This is an optimization exercise on Yosys and OpenROAD, whose aim is small area, not a production implementation.
Only the layout flow was run in this run; the RTL was not checked for function there.
Power figures rest on the tool's default switching activity, not on a simulated workload.

--- design/flow/flow/run.sh ---
#!/bin/bash
# Own layout flow: the standard flow (standard.sh) with three changes:
#  - synthesis maps logic with an area-oriented ABC script and without the adder-cell
#    pre-mapping (the rest of synth_recipe.tcl, register naming, flatten and rename, is unchanged);
#  - ports are buffered with sky130_fd_sc_hd__buf_1;
#  - clock tree synthesis uses small clock buffers.
set -euo pipefail
W=$PWD
F=$FLOW_HOME
sed "s#^source \$::env(SCRIPTS_DIR)/synth_preamble.tcl#&\nset abc_args [lreplace \$abc_args 1 1 $W/flow/area.abc]#" \
  "$F/scripts/synth.tcl" > "$W/area_synth.tcl"
grep -q "flow/area.abc" "$W/area_synth.tcl"
sed "s#\$::env(SCRIPTS_DIR)/synth.tcl#$W/area_synth.tcl#" "$W/synth_recipe.tcl" > "$W/area_synth_recipe.tcl"
grep -q "area_synth.tcl" "$W/area_synth_recipe.tcl"
bash "$W/standard.sh" \
  SYNTH_SCRIPT="$W/area_synth_recipe.tcl" \
  ADDER_MAP_FILE= \
  BUFFER_PORTS_ARGS="-buffer_cell sky130_fd_sc_hd__buf_1" \
  finish > "$W/make.log" 2>&1
--- design/flow/flow/area.abc ---
strash
&get -n
&st
&syn2
&dch -f
&nf -a -R 1000
&put
mfs2 -W 20 -M 10000
strash
&get -n
&st
&syn2
&dch -f
&nf -a -R 1000
&put
mfs2 -W 20 -M 10000
strash
&get -n
&st
&dch -f
&nf -a -R 1000
&put
--- design/flow/standard.sh ---
#!/bin/bash
# synth_recipe.tcl (not shown) runs the flow's synth.tcl, then flattens the netlist and writes it again
# the make line also repeats each setting of config.mk as NAME=value (left out here)
make -C /OpenROAD-flow-scripts/flow DESIGN_CONFIG=/design/flow/config.mk WORK_HOME=/design/flow/orfs CLKGATE_MAP_FILE= SYNTH_SCRIPT=/design/flow/synth_recipe.tcl "${@:-finish}"
--- design/flow/config.mk ---
export PLATFORM = sky130hd
export DESIGN_NAME = main
export DESIGN_NICKNAME = main
export VERILOG_FILES = /design/flow/design.v
export SDC_FILE = /design/flow/constraint.sdc
export NUM_CORES = 4
export LEC_CHECK = 0
export CAP_MARGIN = 20
export CORE_MARGIN = 2
export CORE_UTILIZATION = 35
export SLEW_MARGIN = 20
--- design/flow/constraint.sdc ---
create_clock -name core_clock -period 20.0 [get_ports {CLK}]
set_input_delay 4.0000 -clock core_clock [delete_from_list [all_inputs] [get_ports {CLK}]]
set_output_delay 4.0000 -clock core_clock [all_outputs]
set_load 0.01 [all_outputs]
--- design/flow/design.v ---
module main(
    input [1:0] A,
    input [1:0] B,
    output [1:0] S,
    input Cin,
    output Cout,
    input CLK,
    input RST,
    output [11:8] SF_D,
    output LCD_E,
    output LCD_RS,
    output LCD_RW,
    output LCD_Enable
    );
  assign LCD_Enable = 1'b1;
  assign LCD_RW = 1'b0;
  assign {Cout, S} = A + B + Cin;
  reg [11:0] h;
  reg [8:0] U;
  reg [2:0] dat;
  wire done = U[8] & U[7];
  wire [12:0] hcy;
  assign hcy[0] = 1'b1;
  genvar gi;
  generate for (gi = 0; gi < 12; gi = gi + 1) begin : hcg
    assign hcy[gi+1] = hcy[gi] & h[gi];
  end endgenerate
  wire [11:0] hc = hcy[11:0];
  wire hw = hcy[12];
  wire [9:0] ucy;
  assign ucy[0] = hw;
  assign ucy[1] = hw & U[0] & ~done;
  generate for (gi = 1; gi < 9; gi = gi + 1) begin : ucg
    assign ucy[gi+1] = ucy[gi] & U[gi];
  end endgenerate
  wire [8:0] uc = ucy[8:0];
  always @(posedge CLK) begin
    if (RST) begin
      h <= 12'd3815;
      U <= 9'd26;
    end else begin
      h <= hw ? 12'd1091 : h ^ hc;
      U <= U ^ uc;
    end
    if (!(U[0] == 1'b1 && (h[11] | (h[10] & (h[9] | (h[8] | (h[7] | (h[6] & (h[5] | (h[4] & (h[3] & (h[2] & (h[1] | 1'b1))))))))))))) dat <= {Cout, S};
  end
  assign SF_D[8] = ((U[8] & (U[7] | (U[6] & (U[5] | (U[4] & (U[3] & (U[2] & (U[1] & U[0])))))))) && ~(U[8] & (U[7] | (U[6] & (U[5] & (U[4] & (U[3] & (U[2] & (U[1] & U[0]))))))))) || ((~U[0] & ~U[1] & U[2] & ~U[3] & U[4] & ~U[5] & ~U[6] & ~U[7] & U[8]) && (h[11] & (h[10] | (h[9] & (h[8] | (h[7] | (h[6] | (h[5] | (h[4] | (h[3] | (h[2] & (h[1] & 1'b1))))))))))) && ~(h[11] & (h[10] | (h[9] & (h[8] | (h[7] | (h[6] | (h[5] | (h[4] & (h[3] | (h[2] | (h[1] & 1'b1)))))))))))) || ((~U[0] & ~U[1] & ~U[2] & U[3] & U[4] & ~U[5] & U[6] & ~U[7] & U[8]) && (h[11] & (h[10] & (h[9] | (h[8] | (h[7] & (h[6] | (h[5] & (h[4] | (h[3] | (h[2] & (h[1] & 1'b1))))))))))) && ~(h[11] & (h[10] & (h[9] | (h[8] | (h[7] & (h[6] | (h[5] & (h[4] & (h[3] | (h[2] | (h[1] & 1'b1)))))))))))) || ((~U[0] & U[1] & ~U[2] & U[3] & U[4] & ~U[5] & U[6] & ~U[7] & U[8]) && (h[11] & (h[10] | (h[9] | (h[8] | (h[7] & (h[6] & (h[5] | (h[4] | (h[3] | (h[2] | (h[1] | 1'b1))))))))))) && ~(h[11] & (h[10] | (h[9] | (h[8] | (h[7] & (h[6] & (h[5] | (h[4] | (h[3] & (h[2] & (h[1] | 1'b1)))))))))))) || ((~U[0] & U[1] & U[2] & U[3] & U[4] & ~U[5] & U[6] & ~U[7] & U[8]) && (h[11] & (h[10] & (h[9] | (h[8] | (h[7] & (h[6] & (h[5] | (h[4] & (h[3] | (h[2] & (h[1] | h[0]))))))))))) && ~(h[11] & (h[10] & (h[9] | (h[8] & (h[7] | (h[6] | (h[5] | (h[4] | (h[3] | (h[2] & (h[1] & h[0])))))))))))) || ((~U[0] & U[1] & U[2] & U[3] & U[4] & ~U[5] & U[6] & ~U[7] & U[8]) && (h[11] & (h[10] & (h[9] | (h[8] & (h[7] | (h[6] | (h[5] | (h[4] | (h[3] | (h[2] & (h[1] & h[0]))))))))))) && ~(h[11] & (h[10] & (h[9] | (h[8] & (h[7] | (h[6] | (h[5] & (h[4] | (h[3] | (h[2] | (h[1] | 1'b1)))))))))))) || ((~U[0] & U[1] & U[2] & U[3] & U[4] & ~U[5] & U[6] & ~U[7] & U[8]) && (h[11] & (h[10] & (h[9] | (h[8] & (h[7] | (h[6] | (h[5] & (h[4] | (h[3] | (h[2] | (h[1] | 1'b1)))))))))))) || ((U[0] & U[1] & U[2] & U[3] & U[4] & U[5] & U[6] & ~U[7] & U[8]) && ~(h[11] & (h[10] & (h[9] & (h[8] & (h[7] & (h[6] & (h[5] & (h[4] & (h[3] & (h[2] & (h[1] & 1'b1)))))))))))) || (done && ((U[0] == 1'b1 && ~(h[11] | (h[10] & (h[9] | (h[8] | (h[7] | (h[6] & (h[5] | (h[4] | (h[3] & (h[2] | (h[1] | 1'b1)))))))))))) || (U[0] == 1'b1 && (h[11] | (h[10] & (h[9] | (h[8] | (h[7] | (h[6] & (h[5] | (h[4] | (h[3] & (h[2] | (h[1] | 1'b1))))))))))) && ~(h[11] | (h[10] & (h[9] | (h[8] | (h[7] | (h[6] & (h[5] | (h[4] & (h[3] & (h[2] & (h[1] | 1'b1)))))))))))) || (U[0] == 1'b1 && (h[11] | (h[10] & (h[9] | (h[8] | (h[7] | (h[6] & (h[5] | (h[4] & (h[3] & (h[2] & (h[1] | 1'b1))))))))))) && ~(h[11] | (h[10] & (h[9] | (h[8] | (h[7] & (h[6] | (h[5] | (h[4] | (h[3] & (h[2] & (h[1] & 1'b1))))))))))) && dat[0]) || (U[0] == 1'b1 && (h[11] | (h[10] & (h[9] | (h[8] | (h[7] & (h[6] | (h[5] | (h[4] | (h[3] & (h[2] & (h[1] & 1'b1))))))))))) && ~(h[11] | (h[10] & (h[9] | (h[8] | (h[7] & (h[6] | (h[5] & (h[4] | (h[3] | (h[2] & (h[1] & h[0]))))))))))) && dat[0]) || (U[0] == 1'b1 && (h[11] | (h[10] & (h[9] | (h[8] | (h[7] & (h[6] | (h[5] & (h[4] | (h[3] | (h[2] & (h[1] & h[0]))))))))))) && dat[0])));
  assign SF_D[9] = ((~U[0] & ~U[1] & U[2] & ~U[3] & U[4] & ~U[5] & ~U[6] & ~U[7] & U[8]) && (h[11] & (h[10] | (h[9] & (h[8] | (h[7] | (h[6] | (h[5] | (h[4] | (h[3] | (h[2] & (h[1] & 1'b1))))))))))) && ~(h[11] & (h[10] | (h[9] & (h[8] | (h[7] | (h[6] | (h[5] | (h[4] & (h[3] | (h[2] | (h[1] & 1'b1)))))))))))) || ((~U[0] & ~U[1] & ~U[2] & U[3] & U[4] & ~U[5] & U[6] & ~U[7] & U[8]) && (h[11] & (h[10] & (h[9] | (h[8] | (h[7] & (h[6] | (h[5] & (h[4] | (h[3] | (h[2] & (h[1] & 1'b1))))))))))) && ~(h[11] & (h[10] & (h[9] | (h[8] | (h[7] & (h[6] | (h[5] & (h[4] & (h[3] | (h[2] | (h[1] & 1'b1)))))))))))) || ((~U[0] & U[1] & ~U[2] & U[3] & U[4] & ~U[5] & U[6] & ~U[7] & U[8]) && (h[11] & (h[10] | (h[9] | (h[8] | (h[7] & (h[6] & (h[5] | (h[4] | (h[3] | (h[2] | (h[1] | 1'b1))))))))))) && ~(h[11] & (h[10] | (h[9] | (h[8] | (h[7] & (h[6] & (h[5] | (h[4] | (h[3] & (h[2] & (h[1] | 1'b1)))))))))))) || ((U[0] & U[1] & ~U[2] & U[3] & U[4] & ~U[5] & U[6] & ~U[7] & U[8]) && (h[11] | (h[10] & (h[9] | (h[8] | (h[7] & (h[6] & (h[5] | (h[4] & (h[3] & (h[2] & (h[1] & h[0]))))))))))) && ~(h[11] | (h[10] & (h[9] | (h[8] | (h[7] & (h[6] & (h[5] & (h[4] | (h[3] & (h[2] | (h[1] & h[0])))))))))))) || ((U[0] & U[1] & ~U[2] & U[3] & U[4] & ~U[5] & U[6] & ~U[7] & U[8]) && (h[11] | (h[10] & (h[9] | (h[8] | (h[7] & (h[6] & (h[5] & (h[4] | (h[3] & (h[2] | (h[1] & h[0]))))))))))) && ~(h[11] & (h[10] & (h[9] | (h[8] | (h[7] & (h[6] & (h[5] | (h[4] | (h[3] | (h[2] | (h[1] | h[0])))))))))))) || ((U[0] & U[1] & ~U[2] & U[3] & U[4] & ~U[5] & U[6] & ~U[7] & U[8]) && (h[11] & (h[10] & (h[9] | (h[8] | (h[7] & (h[6] & (h[5] | (h[4] | (h[3] | (h[2] | (h[1] | h[0]))))))))))) && ~(h[11] & (h[10] & (h[9] | (h[8] | (h[7] & (h[6] & (h[5] | (h[4] & (h[3] | (h[2] & (h[1] | h[0])))))))))))) || ((~U[0] & ~U[1] & U[2] & U[3] & U[4] & ~U[5] & U[6] & ~U[7] & U[8]) && (h[11] & (h[10] & (h[9] | (h[8] | (h[7] & (h[6] & (h[5] | (h[4] & (h[3] | (h[2] & (h[1] | h[0]))))))))))) && ~(h[11] & (h[10] & (h[9] | (h[8] & (h[7] | (h[6] | (h[5] | (h[4] | (h[3] | (h[2] & (h[1] & h[0])))))))))))) || ((~U[0] & ~U[1] & U[2] & U[3] & U[4] & ~U[5] & U[6] & ~U[7] & U[8]) && (h[11] & (h[10] & (h[9] | (h[8] & (h[7] | (h[6] | (h[5] | (h[4] | (h[3] | (h[2] & (h[1] & h[0]))))))))))) && ~(h[11] & (h[10] & (h[9] | (h[8] & (h[7] | (h[6] | (h[5] & (h[4] | (h[3] | (h[2] | (h[1] | 1'b1)))))))))))) || ((~U[0] & ~U[1] & U[2] & U[3] & U[4] & ~U[5] & U[6] & ~U[7] & U[8]) && (h[11] & (h[10] & (h[9] | (h[8] & (h[7] | (h[6] | (h[5] & (h[4] | (h[3] | (h[2] | (h[1] | 1'b1)))))))))))) || ((U[0] & ~U[1] & U[2] & U[3] & U[4] & ~U[5] & U[6] & ~U[7] & U[8]) && ~(h[11] & (h[10] & (h[9] | (h[8] | (h[7] & (h[6] | (h[5] & (h[4] & (h[3] & (h[2] & (h[1] | 1'b1)))))))))))) || (done && ((U[0] == 1'b1 && ~(h[11] | (h[10] & (h[9] | (h[8] | (h[7] | (h[6] & (h[5] | (h[4] | (h[3] & (h[2] | (h[1] | 1'b1)))))))))))) || (U[0] == 1'b1 && (h[11] | (h[10] & (h[9] | (h[8] | (h[7] | (h[6] & (h[5] | (h[4] | (h[3] & (h[2] | (h[1] | 1'b1))))))))))) && ~(h[11] | (h[10] & (h[9] | (h[8] | (h[7] | (h[6] & (h[5] | (h[4] & (h[3] & (h[2] & (h[1] | 1'b1)))))))))))) || (U[0] == 1'b1 && (h[11] | (h[10] & (h[9] | (h[8] | (h[7] | (h[6] & (h[5] | (h[4] & (h[3] & (h[2] & (h[1] | 1'b1))))))))))) && ~(h[11] | (h[10] & (h[9] | (h[8] | (h[7] & (h[6] | (h[5] | (h[4] | (h[3] & (h[2] & (h[1] & 1'b1))))))))))) && dat[1]) || (U[0] == 1'b1 && (h[11] | (h[10] & (h[9] | (h[8] | (h[7] & (h[6] | (h[5] | (h[4] | (h[3] & (h[2] & (h[1] & 1'b1))))))))))) && ~(h[11] | (h[10] & (h[9] | (h[8] | (h[7] & (h[6] | (h[5] & (h[4] | (h[3] | (h[2] & (h[1] & h[0]))))))))))) && dat[1]) || (U[0] == 1'b1 && (h[11] | (h[10] & (h[9] | (h[8] | (h[7] & (h[6] | (h[5] & (h[4] | (h[3] | (h[2] & (h[1] & h[0]))))))))))) && dat[1])));
  assign SF_D[10] = ((~U[0] & ~U[1] & U[2] & U[3] & U[4] & ~U[5] & U[6] & ~U[7] & U[8]) && (h[11] & (h[10] & (h[9] | (h[8] | (h[7] & (h[6] & (h[5] | (h[4] & (h[3] | (h[2] & (h[1] | h[0]))))))))))) && ~(h[11] & (h[10] & (h[9] | (h[8] & (h[7] | (h[6] | (h[5] | (h[4] | (h[3] | (h[2] & (h[1] & h[0])))))))))))) || ((~U[0] & ~U[1] & U[2] & U[3] & U[4] & ~U[5] & U[6] & ~U[7] & U[8]) && (h[11] & (h[10] & (h[9] | (h[8] & (h[7] | (h[6] | (h[5] | (h[4] | (h[3] | (h[2] & (h[1] & h[0]))))))))))) && ~(h[11] & (h[10] & (h[9] | (h[8] & (h[7] | (h[6] | (h[5] & (h[4] | (h[3] | (h[2] | (h[1] | 1'b1)))))))))))) || ((~U[0] & ~U[1] & U[2] & U[3] & U[4] & ~U[5] & U[6] & ~U[7] & U[8]) && (h[11] & (h[10] & (h[9] | (h[8] & (h[7] | (h[6] | (h[5] & (h[4] | (h[3] | (h[2] | (h[1] | 1'b1)))))))))))) || ((U[0] & ~U[1] & U[2] & U[3] & U[4] & ~U[5] & U[6] & ~U[7] & U[8]) && ~(h[11] & (h[10] & (h[9] | (h[8] | (h[7] & (h[6] | (h[5] & (h[4] & (h[3] & (h[2] & (h[1] | 1'b1)))))))))))) || ((U[0] & ~U[1] & U[2] & U[3] & U[4] & ~U[5] & U[6] & ~U[7] & U[8]) && (h[11] & (h[10] & (h[9] | (h[8] | (h[7] & (h[6] & (h[5] | (h[4] & (h[3] | (h[2] & (h[1] | h[0]))))))))))) && ~(h[11] & (h[10] & (h[9] | (h[8] & (h[7] | (h[6] | (h[5] | (h[4] | (h[3] | (h[2] & (h[1] & h[0])))))))))))) || ((U[0] & ~U[1] & U[2] & U[3] & U[4] & ~U[5] & U[6] & ~U[7] & U[8]) && (h[11] & (h[10] & (h[9] | (h[8] & (h[7] | (h[6] | (h[5] | (h[4] | (h[3] | (h[2] & (h[1] & h[0]))))))))))) && ~(h[11] & (h[10] & (h[9] | (h[8] & (h[7] | (h[6] | (h[5] & (h[4] | (h[3] | (h[2] | (h[1] | 1'b1)))))))))))) || ((U[0] & ~U[1] & U[2] & U[3] & U[4] & ~U[5] & U[6] & ~U[7] & U[8]) && (h[11] & (h[10] & (h[9] | (h[8] & (h[7] | (h[6] | (h[5] & (h[4] | (h[3] | (h[2] | (h[1] | 1'b1)))))))))))) || ((~U[0] & U[1] & U[2] & U[3] & U[4] & ~U[5] & U[6] & ~U[7] & U[8]) && ~(h[11] & (h[10] & (h[9] | (h[8] | (h[7] & (h[6] | (h[5] & (h[4] & (h[3] & (h[2] & (h[1] | 1'b1)))))))))))) || (done && ((U[0] == 1'b1 && (h[11] | (h[10] & (h[9] | (h[8] | (h[7] | (h[6] & (h[5] | (h[4] & (h[3] & (h[2] & (h[1] | 1'b1))))))))))) && ~(h[11] | (h[10] & (h[9] | (h[8] | (h[7] & (h[6] | (h[5] | (h[4] | (h[3] & (h[2] & (h[1] & 1'b1))))))))))) && dat[2]) || (U[0] == 1'b1 && (h[11] | (h[10] & (h[9] | (h[8] | (h[7] & (h[6] | (h[5] | (h[4] | (h[3] & (h[2] & (h[1] & 1'b1))))))))))) && ~(h[11] | (h[10] & (h[9] | (h[8] | (h[7] & (h[6] | (h[5] & (h[4] | (h[3] | (h[2] & (h[1] & h[0]))))))))))) && dat[2]) || (U[0] == 1'b1 && (h[11] | (h[10] & (h[9] | (h[8] | (h[7] & (h[6] | (h[5] & (h[4] | (h[3] | (h[2] & (h[1] & h[0]))))))))))) && dat[2])));
  assign SF_D[11] = ((U[0] & U[1] & ~U[2] & U[3] & U[4] & ~U[5] & U[6] & ~U[7] & U[8]) && (h[11] & (h[10] & (h[9] | (h[8] | (h[7] & (h[6] & (h[5] | (h[4] & (h[3] | (h[2] & (h[1] | h[0]))))))))))) && ~(h[11] & (h[10] & (h[9] | (h[8] & (h[7] | (h[6] | (h[5] | (h[4] | (h[3] | (h[2] & (h[1] & h[0])))))))))))) || ((U[0] & U[1] & ~U[2] & U[3] & U[4] & ~U[5] & U[6] & ~U[7] & U[8]) && (h[11] & (h[10] & (h[9] | (h[8] & (h[7] | (h[6] | (h[5] | (h[4] | (h[3] | (h[2] & (h[1] & h[0]))))))))))) && ~(h[11] & (h[10] & (h[9] | (h[8] & (h[7] | (h[6] | (h[5] & (h[4] | (h[3] | (h[2] | (h[1] | 1'b1)))))))))))) || ((U[0] & U[1] & ~U[2] & U[3] & U[4] & ~U[5] & U[6] & ~U[7] & U[8]) && (h[11] & (h[10] & (h[9] | (h[8] & (h[7] | (h[6] | (h[5] & (h[4] | (h[3] | (h[2] | (h[1] | 1'b1)))))))))))) || ((~U[0] & ~U[1] & U[2] & U[3] & U[4] & ~U[5] & U[6] & ~U[7] & U[8]) && ~(h[11] & (h[10] & (h[9] | (h[8] | (h[7] & (h[6] | (h[5] & (h[4] & (h[3] & (h[2] & (h[1] | 1'b1)))))))))))) || ((U[0] & ~U[1] & U[2] & U[3] & U[4] & ~U[5] & U[6] & ~U[7] & U[8]) && (h[11] & (h[10] & (h[9] | (h[8] | (h[7] & (h[6] & (h[5] | (h[4] & (h[3] | (h[2] & (h[1] | h[0]))))))))))) && ~(h[11] & (h[10] & (h[9] | (h[8] & (h[7] | (h[6] | (h[5] | (h[4] | (h[3] | (h[2] & (h[1] & h[0])))))))))))) || ((U[0] & ~U[1] & U[2] & U[3] & U[4] & ~U[5] & U[6] & ~U[7] & U[8]) && (h[11] & (h[10] & (h[9] | (h[8] & (h[7] | (h[6] | (h[5] | (h[4] | (h[3] | (h[2] & (h[1] & h[0]))))))))))) && ~(h[11] & (h[10] & (h[9] | (h[8] & (h[7] | (h[6] | (h[5] & (h[4] | (h[3] | (h[2] | (h[1] | 1'b1)))))))))))) || ((U[0] & ~U[1] & U[2] & U[3] & U[4] & ~U[5] & U[6] & ~U[7] & U[8]) && (h[11] & (h[10] & (h[9] | (h[8] & (h[7] | (h[6] | (h[5] & (h[4] | (h[3] | (h[2] | (h[1] | 1'b1)))))))))))) || ((~U[0] & U[1] & U[2] & U[3] & U[4] & ~U[5] & U[6] & ~U[7] & U[8]) && ~(h[11] & (h[10] & (h[9] | (h[8] | (h[7] & (h[6] | (h[5] & (h[4] & (h[3] & (h[2] & (h[1] | 1'b1)))))))))))) || (done && ((U[0] == 1'b0 && ~(h[11] | (h[10] & (h[9] | (h[8] | (h[7] | (h[6] & (h[5] | (h[4] | (h[3] & (h[2] | (h[1] | 1'b1)))))))))))) || (U[0] == 1'b0 && (h[11] | (h[10] & (h[9] | (h[8] | (h[7] | (h[6] & (h[5] | (h[4] | (h[3] & (h[2] | (h[1] | 1'b1))))))))))) && ~(h[11] | (h[10] & (h[9] | (h[8] | (h[7] | (h[6] & (h[5] | (h[4] & (h[3] & (h[2] & (h[1] | 1'b1))))))))))))));
  assign LCD_E = ((~U[0] & ~U[1] & U[2] & ~U[3] & U[4] & ~U[5] & ~U[6] & ~U[7] & U[8]) && (h[11] & (h[10] | (h[9] & (h[8] | (h[7] | (h[6] | (h[5] | (h[4] | (h[3] | (h[2] & (h[1] & 1'b1))))))))))) && ~(h[11] & (h[10] | (h[9] & (h[8] | (h[7] | (h[6] | (h[5] | (h[4] & (h[3] | (h[2] | (h[1] & 1'b1)))))))))))) || ((~U[0] & ~U[1] & ~U[2] & U[3] & U[4] & ~U[5] & U[6] & ~U[7] & U[8]) && (h[11] & (h[10] & (h[9] | (h[8] | (h[7] & (h[6] | (h[5] & (h[4] | (h[3] | (h[2] & (h[1] & 1'b1))))))))))) && ~(h[11] & (h[10] & (h[9] | (h[8] | (h[7] & (h[6] | (h[5] & (h[4] & (h[3] | (h[2] | (h[1] & 1'b1)))))))))))) || ((~U[0] & U[1] & ~U[2] & U[3] & U[4] & ~U[5] & U[6] & ~U[7] & U[8]) && (h[11] & (h[10] | (h[9] | (h[8] | (h[7] & (h[6] & (h[5] | (h[4] | (h[3] | (h[2] | (h[1] | 1'b1))))))))))) && ~(h[11] & (h[10] | (h[9] | (h[8] | (h[7] & (h[6] & (h[5] | (h[4] | (h[3] & (h[2] & (h[1] | 1'b1)))))))))))) || ((U[0] & U[1] & ~U[2] & U[3] & U[4] & ~U[5] & U[6] & ~U[7] & U[8]) && (h[11] | (h[10] & (h[9] | (h[8] | (h[7] & (h[6] & (h[5] | (h[4] & (h[3] & (h[2] & (h[1] & h[0]))))))))))) && ~(h[11] | (h[10] & (h[9] | (h[8] | (h[7] & (h[6] & (h[5] & (h[4] | (h[3] & (h[2] | (h[1] & h[0])))))))))))) || ((U[0] & U[1] & ~U[2] & U[3] & U[4] & ~U[5] & U[6] & ~U[7] & U[8]) && (h[11] & (h[10] & (h[9] | (h[8] | (h[7] & (h[6] & (h[5] | (h[4] | (h[3] | (h[2] | (h[1] | h[0]))))))))))) && ~(h[11] & (h[10] & (h[9] | (h[8] | (h[7] & (h[6] & (h[5] | (h[4] & (h[3] | (h[2] & (h[1] | h[0])))))))))))) || ((U[0] & U[1] & ~U[2] & U[3] & U[4] & ~U[5] & U[6] & ~U[7] & U[8]) && (h[11] & (h[10] & (h[9] | (h[8] & (h[7] | (h[6] | (h[5] | (h[4] | (h[3] | (h[2] & (h[1] & h[0]))))))))))) && ~(h[11] & (h[10] & (h[9] | (h[8] & (h[7] | (h[6] | (h[5] & (h[4] | (h[3] | (h[2] | (h[1] | 1'b1)))))))))))) || ((~U[0] & ~U[1] & U[2] & U[3] & U[4] & ~U[5] & U[6] & ~U[7] & U[8]) && (h[11] & (h[10] & (h[9] | (h[8] | (h[7] & (h[6] & (h[5] | (h[4] | (h[3] | (h[2] | (h[1] | h[0]))))))))))) && ~(h[11] & (h[10] & (h[9] | (h[8] | (h[7] & (h[6] & (h[5] | (h[4] & (h[3] | (h[2] & (h[1] | h[0])))))))))))) || ((~U[0] & ~U[1] & U[2] & U[3] & U[4] & ~U[5] & U[6] & ~U[7] & U[8]) && (h[11] & (h[10] & (h[9] | (h[8] & (h[7] | (h[6] | (h[5] | (h[4] | (h[3] | (h[2] & (h[1] & h[0]))))))))))) && ~(h[11] & (h[10] & (h[9] | (h[8] & (h[7] | (h[6] | (h[5] & (h[4] | (h[3] | (h[2] | (h[1] | 1'b1)))))))))))) || ((U[0] & ~U[1] & U[2] & U[3] & U[4] & ~U[5] & U[6] & ~U[7] & U[8]) && (h[11] & (h[10] & (h[9] | (h[8] | (h[7] & (h[6] & (h[5] | (h[4] | (h[3] | (h[2] | (h[1] | h[0]))))))))))) && ~(h[11] & (h[10] & (h[9] | (h[8] | (h[7] & (h[6] & (h[5] | (h[4] & (h[3] | (h[2] & (h[1] | h[0])))))))))))) || ((U[0] & ~U[1] & U[2] & U[3] & U[4] & ~U[5] & U[6] & ~U[7] & U[8]) && (h[11] & (h[10] & (h[9] | (h[8] & (h[7] | (h[6] | (h[5] | (h[4] | (h[3] | (h[2] & (h[1] & h[0]))))))))))) && ~(h[11] & (h[10] & (h[9] | (h[8] & (h[7] | (h[6] | (h[5] & (h[4] | (h[3] | (h[2] | (h[1] | 1'b1)))))))))))) || ((~U[0] & U[1] & U[2] & U[3] & U[4] & ~U[5] & U[6] & ~U[7] & U[8]) && (h[11] & (h[10] & (h[9] | (h[8] | (h[7] & (h[6] & (h[5] | (h[4] | (h[3] | (h[2] | (h[1] | h[0]))))))))))) && ~(h[11] & (h[10] & (h[9] | (h[8] | (h[7] & (h[6] & (h[5] | (h[4] & (h[3] | (h[2] & (h[1] | h[0])))))))))))) || ((~U[0] & U[1] & U[2] & U[3] & U[4] & ~U[5] & U[6] & ~U[7] & U[8]) && (h[11] & (h[10] & (h[9] | (h[8] & (h[7] | (h[6] | (h[5] | (h[4] | (h[3] | (h[2] & (h[1] & h[0]))))))))))) && ~(h[11] & (h[10] & (h[9] | (h[8] & (h[7] | (h[6] | (h[5] & (h[4] | (h[3] | (h[2] | (h[1] | 1'b1)))))))))))) || (done && ((U[0] == 1'b0 && (h[11] | (h[10] & (h[9] | (h[8] | (h[7] | (h[6] & (h[5] | (h[4] | (h[3] & (h[2] | (h[1] | 1'b1))))))))))) && ~(h[11] | (h[10] & (h[9] | (h[8] | (h[7] | (h[6] & (h[5] | (h[4] & (h[3] & (h[2] & (h[1] | 1'b1)))))))))))) || (U[0] == 1'b0 && (h[11] | (h[10] & (h[9] | (h[8] | (h[7] & (h[6] | (h[5] | (h[4] | (h[3] & (h[2] & (h[1] & 1'b1))))))))))) && ~(h[11] | (h[10] & (h[9] | (h[8] | (h[7] & (h[6] | (h[5] & (h[4] | (h[3] | (h[2] & (h[1] & h[0])))))))))))) || (U[0] == 1'b1 && (h[11] | (h[10] & (h[9] | (h[8] | (h[7] | (h[6] & (h[5] | (h[4] | (h[3] & (h[2] | (h[1] | 1'b1))))))))))) && ~(h[11] | (h[10] & (h[9] | (h[8] | (h[7] | (h[6] & (h[5] | (h[4] & (h[3] & (h[2] & (h[1] | 1'b1)))))))))))) || (U[0] == 1'b1 && (h[11] | (h[10] & (h[9] | (h[8] | (h[7] & (h[6] | (h[5] | (h[4] | (h[3] & (h[2] & (h[1] & 1'b1))))))))))) && ~(h[11] | (h[10] & (h[9] | (h[8] | (h[7] & (h[6] | (h[5] & (h[4] | (h[3] | (h[2] & (h[1] & h[0]))))))))))))));
  assign LCD_RS = (done && ((U[0] == 1'b1 && ~(h[11] | (h[10] & (h[9] | (h[8] | (h[7] | (h[6] & (h[5] | (h[4] | (h[3] & (h[2] | (h[1] | 1'b1)))))))))))) || (U[0] == 1'b1 && (h[11] | (h[10] & (h[9] | (h[8] | (h[7] | (h[6] & (h[5] | (h[4] | (h[3] & (h[2] | (h[1] | 1'b1))))))))))) && ~(h[11] | (h[10] & (h[9] | (h[8] | (h[7] | (h[6] & (h[5] | (h[4] & (h[3] & (h[2] & (h[1] | 1'b1)))))))))))) || (U[0] == 1'b1 && (h[11] | (h[10] & (h[9] | (h[8] | (h[7] | (h[6] & (h[5] | (h[4] & (h[3] & (h[2] & (h[1] | 1'b1))))))))))) && ~(h[11] | (h[10] & (h[9] | (h[8] | (h[7] & (h[6] | (h[5] | (h[4] | (h[3] & (h[2] & (h[1] & 1'b1)))))))))))) || (U[0] == 1'b1 && (h[11] | (h[10] & (h[9] | (h[8] | (h[7] & (h[6] | (h[5] | (h[4] | (h[3] & (h[2] & (h[1] & 1'b1))))))))))) && ~(h[11] | (h[10] & (h[9] | (h[8] | (h[7] & (h[6] | (h[5] & (h[4] | (h[3] | (h[2] & (h[1] & h[0])))))))))))) || (U[0] == 1'b1 && (h[11] | (h[10] & (h[9] | (h[8] | (h[7] & (h[6] | (h[5] & (h[4] | (h[3] | (h[2] & (h[1] & h[0]))))))))))))));
endmodule
==> impl_metrics.json <==
{
  "run_status": "timing/DRC/antenna clean",
  "crit_family": "adder cells",
  "cts_buffers": 3,
  "crit_path_max_fanout": 4,
  "worstMarginPinSlew_ns": 0.7905,
  "rows": 23,
  "initial_core_util_pct": 35.89,
  "synth.avg_cell_area_um2": 7.540,
  "synth_area_um2": 1425,
  "dp_hpwl_um": 2612,
  "dp_slack_ns": 10.69,
  "path_clk_slew_ns": 0.08,
  "fmax_ghz": 0.1073,
  "synth_warnings": 1,
  "final_antenna_net_count": 0,
  "maxCapViolCount": 0,
  "via_per_inst": 5.660,
  "drive_above_1_share_pct": 1.456,
  "first_global_vias": 1312,
  "crit_slowest_cell": "maj3_1",
  "grt-ovfl-total": 0,
  "dr.pass1.iters": 4,
  "grt_pass1_wl_um": 6085,
  "io_buffers": 15,
  "cts_setup_buffers": 0,
  "setup_slack_ns": 10.68,
  "cts_tree": "done",
  "r2r-start": "h[2]",
  "finalCritPeriodShare_pct": 46.60,
  "h-tree-depth": 1,
  "core_um2": 3971,
  "antenna_found_initial": 0,
  "io-pin-count": 18,
  "slowest_delay_ns": 0.41,
  "syn_inst": 189,
  "synthesis.nets": 196,
  "finalHoldViolCount": 0,
  "ir_drop_v": 0.00004183,
  "hold_class": "reg2reg",
  "slew_viol_final": 0,
  "finalSetupTns_ns": 0,
  "crit_type": "in2out",
  "cp.arrival_ns": 5.32,
  "clk_path_buf_depth": 2,
  "die_x_um": 67.81,
  "num_vias": 1449,
  "powerDensity_nw_per_um2": 59.01,
  "path_cells": "buf_1, maj3_1, maj3_1, o21ai_0, buf_1",
  "gp_congestion": 0.8884,
  "fp.dieH_um": 67.81,
  "synth_edf_count": 3,
  "drt-initial-drc-count": 101,
  "yosys.cell_types.count": 37,
  "cts_root_buf": "clkbuf_8",
  "relSlewSlack_pct": 47.30,
  "cp-startpoint": "Cin",
  "drc_errors": 0,
  "cts_sinks": 24,
  "cts_hold_buffers": 0,
  "grt_setup_unrepaired": "false",
  "startpoint_type": "primary input",
  "ys_seq_area_share_pct": 35.82,
  "areaGrowthSynthToFinish_pct": 10.45,
  "crit_buf_inv": 2,
  "fin_crit_ns": 9.319,
  "detail_route.wl_per_cell_um": 13.53,
  "layout_commonest_cell": "nand2_1",
  "die_area_um2": 4598,
  "crit_path_end_kind": "output pin",
  "synth_top_area_cell": "dfxtp_1",
  "clk_latency_ns": 0.26,
  "synthArstFlopShare_pct": 0,
  "nets": 214,
  "ys_ff_latch": 24,
  "wl_um": 3463,
  "ctsResizeCount": 0,
  "hp-start": "h[0]",
  "synth_top_area_share_pct": 29.50,
  "most-common-layout-cells": "25 x nand2_1, 21 x dfxtp_1, 17 x a21oi_1, 17 x nor2_1, 16 x nor3_1",
  "p_leak_uw": 0.0005625,
  "worst_ep_required_time_ns": 16.00,
  "finClkSkew_ns": 0.003129,
  "reg2reg_slack_ns": 17.39,
  "grt_max_degree": 19,
  "antenna_cells": 0,
  "synth_area_leaders": "dfxtp_1 29%, nand2_1 6.6%, edfxtp_1 6.3%, a21oi_1 6.0%, nor3_1 5.6%",
  "grt_use_total_pct": 17.32,
  "synth_ff_type": "dfxtp_1",
  "setup_viol": 0
}
Yosys cell counts, types with 3 or more instances:
library cell  count
dfxtp_1          21
nand3_1          15
a31oi_1           4
nor2b_1           5
nand4_1           4
nand2b_1          3
o21ai_0           9
nand2_1          25
and3_1            7
xnor2_1           3
a21o_1            3
or3_1             5
or2_0             4
edfxtp_1          3
nor2_1           17
xor2_1            3
a21oi_1          17
nor3_1           16
cell families after synthesis:
group | after synthesis | share of synthesized area (%)
flops | 24 | 35.82
simple gates | 107 | 37.31
xor+xnor | 6 | 3.688
buf+inv | 2 | 1.053
fa+ha+maj | 2 | 1.405
other cells | 2 | 0.5270
compound gates | 46 | 20.19
through the flow:
stage / instance area, um^2 / util [%] / std cells / total power, uW / hold WS, ns
final: 1574 / 39.63 / 256 / 92.89 / 0.4961
after global routing: 1574 / 39.63 / 256 / 97.52 / 0.5189
after CTS: 1574 / 39.63 / 256 / 93.84 / 0.4945
after detailed placement: 1529 / 38.50 / 252 / 64.58 / 0.4739
after global placement: 1529 / 38.50 / 252 / 64.50 / 0.4715
after floorplan: 1425 / - / 189 / 61.12 / 0.4235
path summary, 6_finish.rpt:
kind	to	cells past startpoint
worst max register to register	U[4]	10
worst max-delay path	S[1]	5
worst min-delay path	h[0]	1
worst min register to register	h[0]	1
area by class of cell:
| type | count | area, um^2 |
|---|---|---|
| tap | 50 | 62.56 |
| timing repair buffer | 15 | 56.30 |
| sequential | 24 | 510.5 |
| clock buffer | 4 | 45.04 |
| fill | 416 | 2397 |
| multi-input combinational | 163 | 899.6 |
report_power, final:
group	internal, uW	total [uW]	leakage, uW	switching (uW)
logic	3.83	9.61	0.000337	5.78
registers	50.7	54.0	0.000203	3.24
clock network	14.2	29.3	0.0000228	15.1
total	68.8	92.9	0.000563	24.1
metal layers:
metal / global-route usage [%] / up-vias / share of wire, %
li1: - / 731 / -
met1: 22.37 / 676 / 45
met2: 28.55 / 38 / 49
met3: 3.454 / 4 / 5.0
met4: 6.500 / 0 / 1.2
met5: 0 / - / 0
state kept, by name (all words and copies together) (netlist names):
register and cells:
U 9, dat 3, h 12

[port drivers added, routing unchanged]
In the flow no input, the clock included, has a driving cell. The finished layout below was timed again as built, in two steps. Step 1, drivers: a clkbuf_16 drives CLK and a buf_2 each remaining input, both assumed. Step 2, shift: input delay + t, output delay - t, t = (earliest + latest rising clock arrival at the registers) / 2. This alone moves slack from input paths to output paths. Slacks: no drivers / after step 1 / after step 2; pairs: no drivers / after step 1.
t (ns): 0.289
slack for setup (ns): 10.681 / 10.660 / 10.660
hold WS [ns]: 0.496 / 0.496 / 0.496
worst setup path after step 2: input to output
worst data-port slew with drivers (ns): 0.03
After both steps setup and hold are still met in this run. For this run, drivers alone change the setup slack by -0.021 ns; drivers and shift together by -0.021 ns.
